What follows belongs to an exercise in optimizing a design on an open flow for small area and a short achievable clock period; a production flow would make more cautious choices.
Function was checked by simulation only, so behaviour that the tests miss may differ from the original.
Power and IR drop assume default switching activity.

==> flow/design.v, too long to show whole: its modules and the start of the top module <==
// module alu_top: 3703 lines
module alu_top(
    input             clk,
    input      [31:0] a,
    input      [31:0] b,
    input      [3:0]  opcode,
    input             cin,
    input             bin,
    input             en,
    output reg [31:0] sum,
    output reg [31:0] diff,
    output reg [31:0] result,
    output reg        cout,
    output reg        bout,
    output            zero,
    output            sign,
    output reg        carry,
    output reg        overflow,
    output            parity
);
  // ...
==> flow/flow/run.sh <==
#!/bin/bash
# The standard layout (the standard.sh) with two changes:
#  - synthesis skips the adder-cell step (extract_fa + ADDER_MAP_FILE), so ABC maps the
#    adders of the divide/multiply array itself;
#  - up to clock-tree synthesis, repair_timing aims for SETUP_SLACK_MARGIN ns of setup slack
#    instead of 0, so it sizes the long divider paths even though they meet the 125 ns clock.
# Routing and the rest run as in the standard flow.
set -euo pipefail
bash standard.sh ADDER_MAP_FILE= SETUP_SLACK_MARGIN=80 cts > orfs_make_cts.log 2>&1
bash standard.sh ADDER_MAP_FILE= finish > orfs_make_finish.log 2>&1
==> flow/standard.sh <==
#!/bin/bash
# synth_recipe.tcl (not shown) runs the flow's synth.tcl, then flattens the netlist and writes it again
# the make line also repeats each setting of config.mk as NAME=value (left out here)
make -C /OpenROAD-flow-scripts/flow DESIGN_CONFIG=/design/flow/config.mk WORK_HOME=/design/flow/orfs CLKGATE_MAP_FILE= SYNTH_SCRIPT=/design/flow/synth_recipe.tcl "${@:-finish}"
==> flow/config.mk <==
export PLATFORM = sky130hd
export DESIGN_NAME = alu_top
export DESIGN_NICKNAME = alu_top
export VERILOG_FILES = /design/flow/design.v
export SDC_FILE = /design/flow/constraint.sdc
export NUM_CORES = 4
export LEC_CHECK = 0
export ABC_AREA = 1
export CAP_MARGIN = 20
export CORE_MARGIN = 2
export CORE_UTILIZATION = 55
export PLACE_DENSITY = 0.7
export SLEW_MARGIN = 20
==> flow/constraint.sdc <==
create_clock -name core_clock -period 125.0 [get_ports {clk}]
set_input_delay 25.0000 -clock core_clock [delete_from_list [all_inputs] [get_ports {clk}]]
set_output_delay 25.0000 -clock core_clock [all_outputs]
set_load 0.01 [all_outputs]
==> impl_metrics.yaml, run 1 <==
synthesis:
  avgSynthCellArea_um2: 5.945
  synthSimpleGateAreaFrac_pct: 61.45
  ys_ff_latch: 191
  synthAdderAreaFrac_pct: 0.1100
  ys.warnings.count: 1
  synthFlopType: "dfxtp_1"
critical_path:
  setup.worst_path.start_class: "flop"
  startpoint: "op_q[2]$_DFF_P_"
  path_delay_family: "simple AND/OR/NAND/NOR gates"
  cp_num_buf_inv: 31
  path_class: "flop to flop"
placement:
  port_buffers: 174
  place_area_um2: 46310
global_route:
  busiest_layer: "met2"
  track_usage_pct: 35.98
  grt_pass1_vias: 44220
clock_network:
  root_buffer: "clkbuf_16"
  cts_buffers: 17
layout:
  fillers: 8464
  mostFrequentLayoutCells: "nand2_1 (2552), nand3_1 (812), nand2_2 (665)"
sta:
  setup_violations: 0
  rsz0062_at_grt: "false"
  hold_viol: 0
  final_max_slew_viol_count: 0
  fin_tns_setup_ns: 0
die:
  ios: 175
power_and_ir_drop:
  pwr-share-comb_pct: 77.0
  p_seq_share_pct: 13.1
  maxPowerGroup: "combinational logic"
run_status:
  status: "finished clean"
detailed_routing:
  dr_wl_met2_mm: 68.68
hold_path:
  holdPathStages: 2
==> run 2: changes to the inputs <==
--- a/flow/flow/run.sh
+++ b/flow/flow/run.sh
@@ -6,5 +6,5 @@
 #    instead of 0, so it sizes the long divider paths even though they meet the 125 ns clock.
 # Routing and the rest run as in the standard flow.
 set -euo pipefail
-bash standard.sh ADDER_MAP_FILE= SETUP_SLACK_MARGIN=80 cts > orfs_make_cts.log 2>&1
+bash standard.sh ADDER_MAP_FILE= SETUP_SLACK_MARGIN=92 cts > orfs_make_cts.log 2>&1
 bash standard.sh ADDER_MAP_FILE= finish > orfs_make_finish.log 2>&1
==> run 2 against run 1 <==
  * Sequential power about the same
  * Flip-flop and latch count unchanged
  * Count of clock-buffer cells in the layout decreased by 1
  * Global-route usage increased by 9.7 points
  * First-iteration DRC count increased by 62%
  * Maximum frequency increased by 6.3%
  * Non-clock buffer count increased by 621
  * Routed wire length increased by 28%
  * Total power increased by 22%
  * Area after synthesis unchanged
  * Combinational power increased by 28%
  * Clock skew increased by 0.0031 ns
  * Largest power group unchanged
==> impl_metrics.yaml, run 2 <==
clock_network:
  cts_tree: "yes"
  cts.sinks: 191
  h-tree-depth: 4
  cts.clk_slew.worst_paths_ns: 0.08
  clk_latency_ns: 0.49
  hold_buffers: 0
  cts_buffer_depth: 2
  root_buffer: "clkbuf_16"
  cts_buffers: 17
die:
  core-area_um2: 81980
  start_util_pct: 55.52
  row_count: 105
  ios: 175
  die_area_um2: 85070
  die_h_um: 291.7
  fp.dieW_um: 291.7
flow_run:
  maxCapViolations: 0
synthesis:
  synth_async_sr_flop_share_pct: 0
  synth_cells: 7656
  synth_edf_count: 0
  synth.top_cell.area_share_pct: 21.05
  ys.warnings.count: 1
  synth_fp_nets: 7728
  seq_area_frac_synth_pct: 8.401
  syn_area_um2: 45510
  synth.most_common_cell: "nand2_1"
  ys_ff_latch: 191
  synth_cell_types: 96
  avgSynthCellArea_um2: 5.945
  synth_top_area_cell: "nand2_1"
  yosys-top-cells-area: "nand2_1 (21%), nand2_2 (9.1%), nand3_1 (8.9%)"
  synth.top_cells.by_count: "nand2_1 (2552), nand3_1 (812), nand2_2 (665)"
  synthFlopType: "dfxtp_1"
critical_path:
  slowest_stage: "nor4_4"
  max_stage_delay_ns: 0.61
  cp_data_required_time_ns: 125.38
  path_class: "input port to flop"
  cpMostUsedCell: "nand2_1"
  arrival_ns: 43.12
  crit_fanout: 10
  end_kind: "flop"
  setup.worst_path.start_class: "input port"
layout:
  syn_to_final_growth_pct: 26.49
  drive_above_1_share_pct: 38.62
  post-route-util_pct: 70.22
  regArea_um2: 3834
  nNetsFinal: 8479
  multi_input_comb_area_um2: 39720
  postLayoutCellArea_um2: 57570
  layout_commonest_cell: "nand2_1"
  mostFrequentLayoutCells: "nand2_1 (2272), nand2_2 (855), nand3_1 (727)"
  fillers: 6834
sta:
  rsz0062_at_grt: "false"
  slew_headroom_pct: 16.99
  setup_violations: 0
  hold_viol: 0
  max_clock_freq_ghz: 0.02340
  skew_ns: 0.02581
  worst_pin_slew_ns: 1.238
  min_period_over_period_pct: 34.19
  setup_slack_ns: 82.26
  period_needed_ns: 42.74
  final_max_slew_viol_count: 0
  fin_tns_setup_ns: 0
detailed_routing:
  drt-vias-per-instance: 5.981
  wl_per_cell_um: 21.08
  drcViolationCount: 0
  ant_nets: 0
  num_vias: 56770
  drt_pass1_iterations: 7
  drt_first_iter_violations: 6352
  finalWirelength_mm: 200.0
global_route:
  track_usage_pct: 45.64
  antenna_found_initial: 14
  grt_start_max_net_pins: 45
  grt.overflow.total: 0
  grt_pass1_vias: 54840
  grt_pass1_wl_mm: 307.0
placement:
  post-dp-hpwl_mm: 129.9
  place_ws_ns: 80.33
  place_congestion: 1.014
  port_buffers: 174
  place_area_um2: 46510
power_and_ir_drop:
  vdd_drop_max_mv: 0.01127
  leakagePower_nw: 30.25
  powerDensity_nw_per_um2: 11.98
hold_path:
  hp-class: "flop to flop"
run_status:
  status: "finished clean"
[run 2: changes by cell type in the layout (fill, tap and decap cells not counted), sizes merged]
cell | before | now
clkinv | 56 | 59
inv | 876 | 883
clkbuf | 19 | 18
clkinvlp | 4 | 3
buf | 73 | 690
nand2 | 3410 | 3485
bufbuf | 0 | 4
diode | 3 | 1
[run 2: repair_timing]
item | CTS | global route
gates resized for setup | 1016 | 0
buffers inserted | 609 | 0
endpoints found under the setup margin | 47 | 0
[run 2: layout make-up]
class | count | share of cell area [%]
antenna | 1 | 0.004347
clock buffer | 18 | 0.7455
clock inverter | 14 | 0.2586
inverter | 935 | 6.981
multi-input combinational | 6387 | 68.99
sequential | 191 | 6.659
tap | 1070 | 2.326
timing repair buffer | 868 | 13.92
timing repair inverter | 7 | 0.1152
[run 2: critical path: cells and delay by family]
| kind | cells | cell delay [ns] |
|---|---|---|
| compound gates | 31 | 4.21 |
| fa+ha+maj | 5 | 1.47 |
| buf+inv | 17 | 2.00 |
| simple gates | 94 | 10.37 |
[run 2: kinds of logic (layout without fill, tap and decap cells)]
| family | after synthesis | count (layout) | share of synthesized area, % |
|---|---|---|---|
| simple gates | 5359 | 5434 | 61.45 |
| buf+inv | 1153 | 1842 | 14.86 |
| compound gates | 772 | 772 | 11.72 |
| flops | 191 | 191 | 8.401 |
| xor+xnor | 176 | 176 | 3.453 |
| fa+ha+maj | 5 | 5 | 0.1100 |
| other cells | 0 | 1 | 0 |
[run 2: through the flow]
stage / total power, W / hold WS [ns] / std cells
3_5_place_dp: 0.0005096 / 0.5067 / 8755
5_1_grt: 0.0007331 / 0.5373 / 9490
3_3_place_gp: 0.0005068 / 0.5066 / 8755
4_1_cts: 0.0006610 / 0.5175 / 9490
6_report: 0.0006897 / 0.5125 / 9491
2_1_floorplan: 0.0004226 / 0.4663 / 7656
[run 2: path summary, 6_finish.rpt]
path | from | cells after the start | slack (ns) | endpoint
setup / recovery | b[10] | 147 | 82.26 | rk_q[9]$_DFF_P_
setup reg to reg | op_q[3]$_DFF_P_ | 340 | 87.89 | result[11]$_DFF_P_
hold / removal | cin_q$_DFF_P_ | 2 | 0.51 | sum[0]$_DFF_P_
hold reg to reg | cin_q$_DFF_P_ | 2 | 0.51 | sum[0]$_DFF_P_
[run 2: routing by layer]
layer  wire [µm]  global-route usage [%]  share of wire [%]
met4       18000                   34.89                9.0
met2       84680                   70.87                 42
met5         104                       0              0.052
met3       24670                   11.86                 12
met1       72580                   53.80                 36
[run 2: where the power goes]
part	internal (W)	switching, W	total, W	leakage, nW
logic	0.000207	0.000351	0.000559	28.4
registers	0.0000673	0.00000701	0.0000743	1.60
clock network	0.0000267	0.0000301	0.0000569	0.286
==> run 3: changes to the inputs <==
--- a/flow/flow/run.sh
+++ b/flow/flow/run.sh
@@ -6,5 +6,5 @@
 #    instead of 0, so it sizes the long divider paths even though they meet the 125 ns clock.
 # Routing and the rest run as in the standard flow.
 set -euo pipefail
-bash standard.sh ADDER_MAP_FILE= SETUP_SLACK_MARGIN=92 cts > orfs_make_cts.log 2>&1
+bash standard.sh ADDER_MAP_FILE= SETUP_SLACK_MARGIN=88 cts > orfs_make_cts.log 2>&1
 bash standard.sh ADDER_MAP_FILE= finish > orfs_make_finish.log 2>&1
==> run 3 against run 2 <==
  * Maximum frequency grew 0.11%
  * Count of clock-buffer cells in the layout unchanged
  * Highest routed layer unchanged
  * Critical path type unchanged
  * Sequential share of layout area up 1.1 points
  * Flip-flop and latch count unchanged
  * Core utilization is 10 points lower
  * Non-clock buffer count shrank 526
  * Via count down 9.5%
  * Sequential power hardly changed
==> impl_metrics.yaml, run 3 <==
placement:
  place_congestion: 1.014
  numPlacedInstances: 8755
  place_ws_ns: 80.33
  port_buffers: 174
  post-dp-hpwl_mm: 129.9
run_status:
  status: "finished clean"
die:
  fp.dieW_um: 291.7
  die_h_um: 291.7
  start_util_pct: 55.52
  row_count: 105
  die_area_um2: 85070
  core-area_um2: 81980
  ios: 175
critical_path:
  rrSetupSlack_ns: 87.12
  end_kind: "flop"
  r2r_cells: 336
  reg2reg_to: "result[31]$_DFF_P_"
  slowest_stage: "nor4_4"
  setup.worst_path.start_class: "input port"
  arrival_ns: 43.07
  crit_fanout: 10
  max_stage_delay_ns: 0.62
  cp_num_buf_inv: 17
  cpMostUsedCell: "nand2_1"
  r2r_start: "op_q[0]$_DFF_P_"
  path_class: "input port to flop"
  path_delay_family: "simple AND/OR/NAND/NOR gates"
  cp_data_required_time_ns: 125.37
detailed_routing:
  ant_nets: 0
  wl_met1_mm: 70.34
  drt_pass1_iterations: 6
  highest_layer: "met5"
  finalWirelength_mm: 175.6
  wl_per_cell_um: 19.66
  drcViolationCount: 0
  drt_first_iter_violations: 4961
  num_vias: 51380
  drt-vias-per-instance: 5.753
  dr_wl_met2_mm: 75.51
  routed-wl-met3_mm: 17.80
layout:
  regArea_um2: 3826
  fillers: 8160
  stdcell_count: 8930
  mostFrequentLayoutCells: "nand2_1 (2540), nand3_1 (797), nand2_2 (675)"
  n_antenna_cell: 0
  syn_to_final_growth_pct: 8.258
  layout_commonest_cell: "nand2_1"
  multi_input_comb_area_um2: 36280
  drive_above_1_share_pct: 27.66
  nNetsFinal: 7919
synthesis:
  synth_cells: 7656
  synth_top_family_by_area: "simple AND/OR/NAND/NOR gates"
  synth_cell_types: 96
  synthFlopType: "dfxtp_1"
  synth.top_cells.by_count: "nand2_1 (2552), nand3_1 (812), nand2_2 (665)"
  synth_edf_count: 0
  synth_fp_nets: 7728
  synthSimpleGateAreaFrac_pct: 61.45
  synth_async_sr_flop_share_pct: 0
  seq_area_frac_synth_pct: 8.401
  synth-xor-area-share_pct: 3.453
  synth.top_cell.area_share_pct: 21.05
  synth_compound_area_share_pct: 11.72
  synth.most_common_cell: "nand2_1"
  ys.warnings.count: 1
  ys_ff_latch: 191
  synthMuxAreaShare_pct: 0
  syn_area_um2: 45510
  yosys-top-cells-area: "nand2_1 (21%), nand2_2 (9.1%), nand3_1 (8.9%)"
  avgSynthCellArea_um2: 5.945
  synthAdderAreaFrac_pct: 0.1100
  synth_top_area_cell: "nand2_1"
sta:
  final_max_slew_viol_count: 0
  fin_tns_setup_ns: 0
  setup_violations: 0
  min_period_over_period_pct: 34.15
  setup_slack_ns: 82.31
  rsz0062_at_grt: "false"
  period_needed_ns: 42.69
  max_clock_freq_ghz: 0.02342
  slew_headroom_pct: 15.36
  holdWs_ns: 0.5176
  skew_ns: 0.02634
  worst_pin_slew_ns: 1.256
  hold_viol: 0
hold_path:
  holdPathEnd: "sum[0]$_DFF_P_"
  hp-class: "flop to flop"
  holdPathStages: 2
  hp-start: "cin_q$_DFF_P_"
global_route:
  grt_pass1_wl_mm: 269.2
  antenna_found_initial: 6
  grt.overflow.total: 0
  grt_pass1_vias: 47500
  grt_start_max_net_pins: 45
  track_usage_pct: 40.09
clock_network:
  root_buffer: "clkbuf_16"
  cts_tree: "yes"
  h-tree-depth: 4
  cts.sinks: 191
  cts_buffers: 17
  clk_latency_ns: 0.49
  cts_buffer_depth: 2
  cts.clk_slew.worst_paths_ns: 0.08
power_and_ir_drop:
  powerDensity_nw_per_um2: 11.89
  vdd_drop_max_mv: 0.01104
  leakagePower_nw: 26.30
flow_run:
  maxCapViolations: 0
-- run 3: cell counts after synthesis --
Identical to the previous run, type by type.
-- run 3: worst min-delay path: cells and delay by family (launching register included) --
| kind | cells | cell delay (ns) |
|---|---|---|
| DFF | 1 | 0.30 |
| xor gates and xnor gates | 1 | 0.09 |
| buffers and inverters | 1 | 0.08 |
-- run 3: per-layer routing --
layer	global-route usage [%]	vias to the layer above
li1	-	24850
met1	51.02	23310
met2	63.38	2568
met3	6.957	645
met4	23.80	6
met5	0	-
-- run 3: stage by stage --
stage               instance area (µm²)  util, %  total power (W)
global placement                  46510    56.74        0.0005068
finish                            49270    60.10        0.0005860
detailed placement                46510    56.74        0.0005096
global route                      49270    60.10        0.0006329
floorplan                         45740        -        0.0004226
CTS                               49260    60.09        0.0005764
-- run 3: how the worst max path moves through the flow --
| stage | startpoint | end | cells after the start |
|---|---|---|---|
| after detailed placement | b[13] | rk_q[7]$_DFF_P_ | 146 |
| after CTS | b[10] | rk_q[9]$_DFF_P_ | 147 |
| after floorplan | b[30] | rk_q[1]$_DFF_P_ | 146 |
| after global placement | b[13] | rk_q[0]$_DFF_P_ | 146 |
| after global routing | b[10] | rk_q[9]$_DFF_P_ | 147 |
| final | b[10] | rk_q[9]$_DFF_P_ | 147 |
-- run 3: repair_timing --
| action | CTS | global route |
|---|---|---|
| setup buffers | 89 | 0 |
| endpoints found under the setup margin | 45 | 0 |
| resized for setup | 118 | 0 |
| hold buffers | 0 | 0 |
-- run 3: layout make-up --
class	instances	area share [%]
clock buffers	18	0.8710
clock inverters	14	0.3022
inverters	935	7.918
multi-input cells	6360	73.64
flip-flops and latches	191	7.766
well taps	1070	2.717
repair buffers	342	6.783
-- run 3: report_power, final --
part           internal [W]  switching (W)
combinational      0.000154       0.000301
clock             0.0000268      0.0000298
sequential        0.0000673     0.00000680
total              0.000248       0.000338
-- run 3: cells by family (layout without fill, tap and decap cells) --
logic type | count (synthesis) | in the layout
and+or+nand+nor | 5359 | 5407
buffers and inverters | 1153 | 1309
AOI/OAI and AO/OA | 772 | 772
DFF | 191 | 191
xor gates and xnor gates | 176 | 176
adders and majority gates | 5 | 5
==> run 4: changes to the inputs <==
--- a/flow/flow/run.sh
+++ b/flow/flow/run.sh
@@ -6,5 +6,5 @@
 #    instead of 0, so it sizes the long divider paths even though they meet the 125 ns clock.
 # Routing and the rest run as in the standard flow.
 set -euo pipefail
-bash standard.sh ADDER_MAP_FILE= SETUP_SLACK_MARGIN=88 cts > orfs_make_cts.log 2>&1
+bash standard.sh ADDER_MAP_FILE= SETUP_SLACK_MARGIN=84 cts > orfs_make_cts.log 2>&1
 bash standard.sh ADDER_MAP_FILE= finish > orfs_make_finish.log 2>&1
==> run 4 against run 3 <==
  * Clock skew shrank 0.0070 ns
  * Clock power up 3.9%
  * Via count fell by 2.7%
  * Flip-flop and latch count unchanged
  * Critical path type unchanged
  * Largest cell class unchanged
  * Largest power group unchanged
==> impl_metrics.yaml, run 4 <==
run_status:
  status: "finished clean"
detailed_routing:
  drcViolationCount: 0
  num_vias: 49970
  wl_per_cell_um: 18.26
  drt_pass1_iterations: 8
  drt_first_iter_violations: 4356
  finalWirelength_mm: 162.4
  drt-vias-per-instance: 5.620
  ant_nets: 0
sta:
  final_max_slew_viol_count: 0
  period_needed_ns: 42.68
  slew_headroom_pct: 17.22
  min_period_over_period_pct: 34.15
  worst_pin_slew_ns: 1.229
  rsz0062_at_grt: "false"
  max_clock_freq_ghz: 0.02343
  skew_ns: 0.01937
  hold_viol: 0
  holdWs_ns: 0.5221
  setup_violations: 0
  fin_tns_setup_ns: 0
die:
  die_area_um2: 85070
  fp.dieW_um: 291.7
  ios: 175
  start_util_pct: 55.52
  row_count: 105
  core-area_um2: 81980
  die_h_um: 291.7
critical_path:
  cpMostUsedCell: "nand2_1"
  slowest_stage: "clkdlybuf4s50_1"
  startpoint: "b[25]"
  crit_fanout: 8
  critPathCapture: "rk_q[2]$_DFF_P_"
  rrSetupSlack_ns: 83.32
  r2r_cells: 355
  setup.worst_path.start_class: "input port"
  path_class: "input port to flop"
  r2r_start: "op_q[0]$_DFF_P_"
  cp_data_required_time_ns: 125.38
  end_kind: "flop"
  reg2reg_to: "result[20]$_DFF_P_"
  arrival_ns: 43.07
  max_stage_delay_ns: 0.51
layout:
  syn_to_final_growth_pct: 5.729
  nNetsFinal: 7879
  drive_above_1_share_pct: 27.09
  mostFrequentLayoutCells: "nand2_1 (2544), nand3_1 (802), nand2_2 (673)"
  regArea_um2: 3825
  layout_commonest_cell: "nand2_1"
  stdcell_count: 8891
  multi_input_comb_area_um2: 35500
  fillers: 8384
clock_network:
  cts_tree: "yes"
  cts_buffer_depth: 2
  h-tree-depth: 4
  clk_latency_ns: 0.47
  cts.sinks: 191
  cts.clk_slew.worst_paths_ns: 0.07
  cts_buffers: 17
  root_buffer: "clkbuf_16"
global_route:
  grt_util_met2_pct: 60.51
  antenna_found_initial: 8
  track_usage_pct: 37.21
  use_met3_pct: 5.397
  grt_pass1_wl_mm: 252.2
  grt.overflow.total: 0
  grt_pass1_vias: 45590
  grt_start_max_net_pins: 48
  grt_util_met1_pct: 48.47
  busiest_layer: "met2"
synthesis:
  synth_top_family_by_area: "simple AND/OR/NAND/NOR gates"
  synth_fp_nets: 7728
  yosys-top-cells-area: "nand2_1 (21%), nand2_2 (9.1%), nand3_1 (8.9%)"
  synthMuxAreaShare_pct: 0
  synth_top_area_cell: "nand2_1"
  synth_cell_types: 96
  synth.top_cells.by_count: "nand2_1 (2552), nand3_1 (812), nand2_2 (665)"
  synthFlopType: "dfxtp_1"
  syn_area_um2: 45510
  synth.most_common_cell: "nand2_1"
  seq_area_frac_synth_pct: 8.401
  ys.warnings.count: 1
  synth_cells: 7656
  synthAdderAreaFrac_pct: 0.1100
  synth_edf_count: 0
  synth_async_sr_flop_share_pct: 0
  ys_ff_latch: 191
  synth-xor-area-share_pct: 3.453
  synth_compound_area_share_pct: 11.72
  synth.top_cell.area_share_pct: 21.05
  avgSynthCellArea_um2: 5.945
  synthSimpleGateAreaFrac_pct: 61.45
power_and_ir_drop:
  sw_frac_of_total_pct: 56.48
  power.internal_w: 0.0002513
  p_seq_share_pct: 12.8
  powerDensity_nw_per_um2: 12.00
  p_clk_share_pct: 10.2
  pwr-share-comb_pct: 77.0
  leakagePower_nw: 25.79
  p_switching_w: 0.0003261
  vdd_drop_max_mv: 0.01087
placement:
  numPlacedInstances: 8755
  post-dp-hpwl_mm: 124.4
  place_congestion: 0.9861
  port_buffers: 174
flow_run:
  maxCapViolations: 0
hold_path:
  hp-start: "cin_q$_DFF_P_"
  hp-class: "flop to flop"
run 4: cell counts after synthesis:
No cell type changed its count.
run 4: kinds of logic after synthesis:
| family | count (synthesis) |
|---|---|
| adder cells (fa/ha/maj) | 5 |
| buffers and inverters | 1153 |
| AO/OA/AOI/OAI | 772 |
| AND/OR/NAND/NOR | 5359 |
| flip-flops | 191 |
| XOR/XNOR | 176 |
run 4: worst min path at each step:
stage               slack (ns)  depth (start not counted)              to
floorplan                 0.47                          2  sum[0]$_DFF_P_
global placement          0.51                          2  sum[0]$_DFF_P_
detailed placement        0.51                          2  sum[0]$_DFF_P_
CTS                       0.52                          2  sum[0]$_DFF_P_
global route              0.55                          2  sum[0]$_DFF_P_
finish                    0.52                          2  sum[0]$_DFF_P_
run 4: layout make-up:
class / count / area share [%]
repair inverters: 1 / 0.01560
clock buffers: 18 / 0.9127
repair buffers: 333 / 6.147
clock inverters: 13 / 0.3510
inverters: 935 / 8.055
diodes: 2 / 0.01040
flip-flops and latches: 191 / 7.949
multi-input cells: 6328 / 73.78
well taps: 1070 / 2.782
run 4: metal layers:
layer	share of wire (%)	vias to the layer above
met5	0.020	-
met4	5.1	4
met3	8.6	409
met2	44	1984
met1	42	22840
li1	-	24730
run 4: metrics by stage:
stage	area [µm²]	setup slack [ns]	power, W	util [%]
floorplan	45590	84.06	0.0004219	-
global placement	46370	80.77	0.0004993	56.56
detailed placement	46370	80.10	0.0005042	56.56
CTS	48110	82.91	0.0005711	58.69
global route	48110	79.93	0.0006292	58.69
finish	48120	82.32	0.0005774	58.70
run 4: critical path, delay by kind of cell:
kind	cells	cell delay, ns
compound gates	30	4.19
fa+ha+maj	5	1.52
simple gates	94	10.27
buf+inv	17	2.03
run 4: power by group through the flow:
stage	clock network (W)	registers [W]	logic (W)
global route	0.0000618	0.0000745	0.000493
global placement	0	0.0000751	0.000424
detailed placement	0	0.0000750	0.000429
floorplan	0	0.0000744	0.000347
finish	0.0000588	0.0000741	0.000445
CTS	0.0000592	0.0000738	0.000438
run 4: timing repair:
item / 4_1_cts / 5_1_grt
hold buffers: 0 / 0
resized for setup: 80 / 0
buffers inserted: 86 / 0
endpoints found under the setup margin: 43 / 0

## what the ideal ports hide
The flow's constraints put no driver on any port. The routed layouts listed below were extracted and timed again, unchanged, in two steps. Step 1 assumes that a clkbuf_16 drives the clock port and a buf_2 every other input. Step 2 times the ports against the registers' clock, not the clock port: input delays grow and output delays shrink by t, the midpoint of the rising clock arrivals with the driver on. Three values: ideal ports, drivers, drivers and shift; two values: the first two.
run	shift t [ns]	setup WS [ns]	worst setup path at the end	worst data-port slew with drivers (ns)
run 1	0.534	79.569 / 79.568 / 79.325	input to register	0.07
run 2	0.548	82.261 / 82.302 / 81.755	input to register	0.07
run 3	0.538	82.307 / 82.346 / 81.808	input to register	0.08
run 4	0.528	82.316 / 82.358 / 81.830	input to register	0.06
After both steps every run listed still meets setup and hold. For run 2, which loses most, drivers alone change the setup slack by +0.041 ns; drivers and shift together by -0.506 ns.
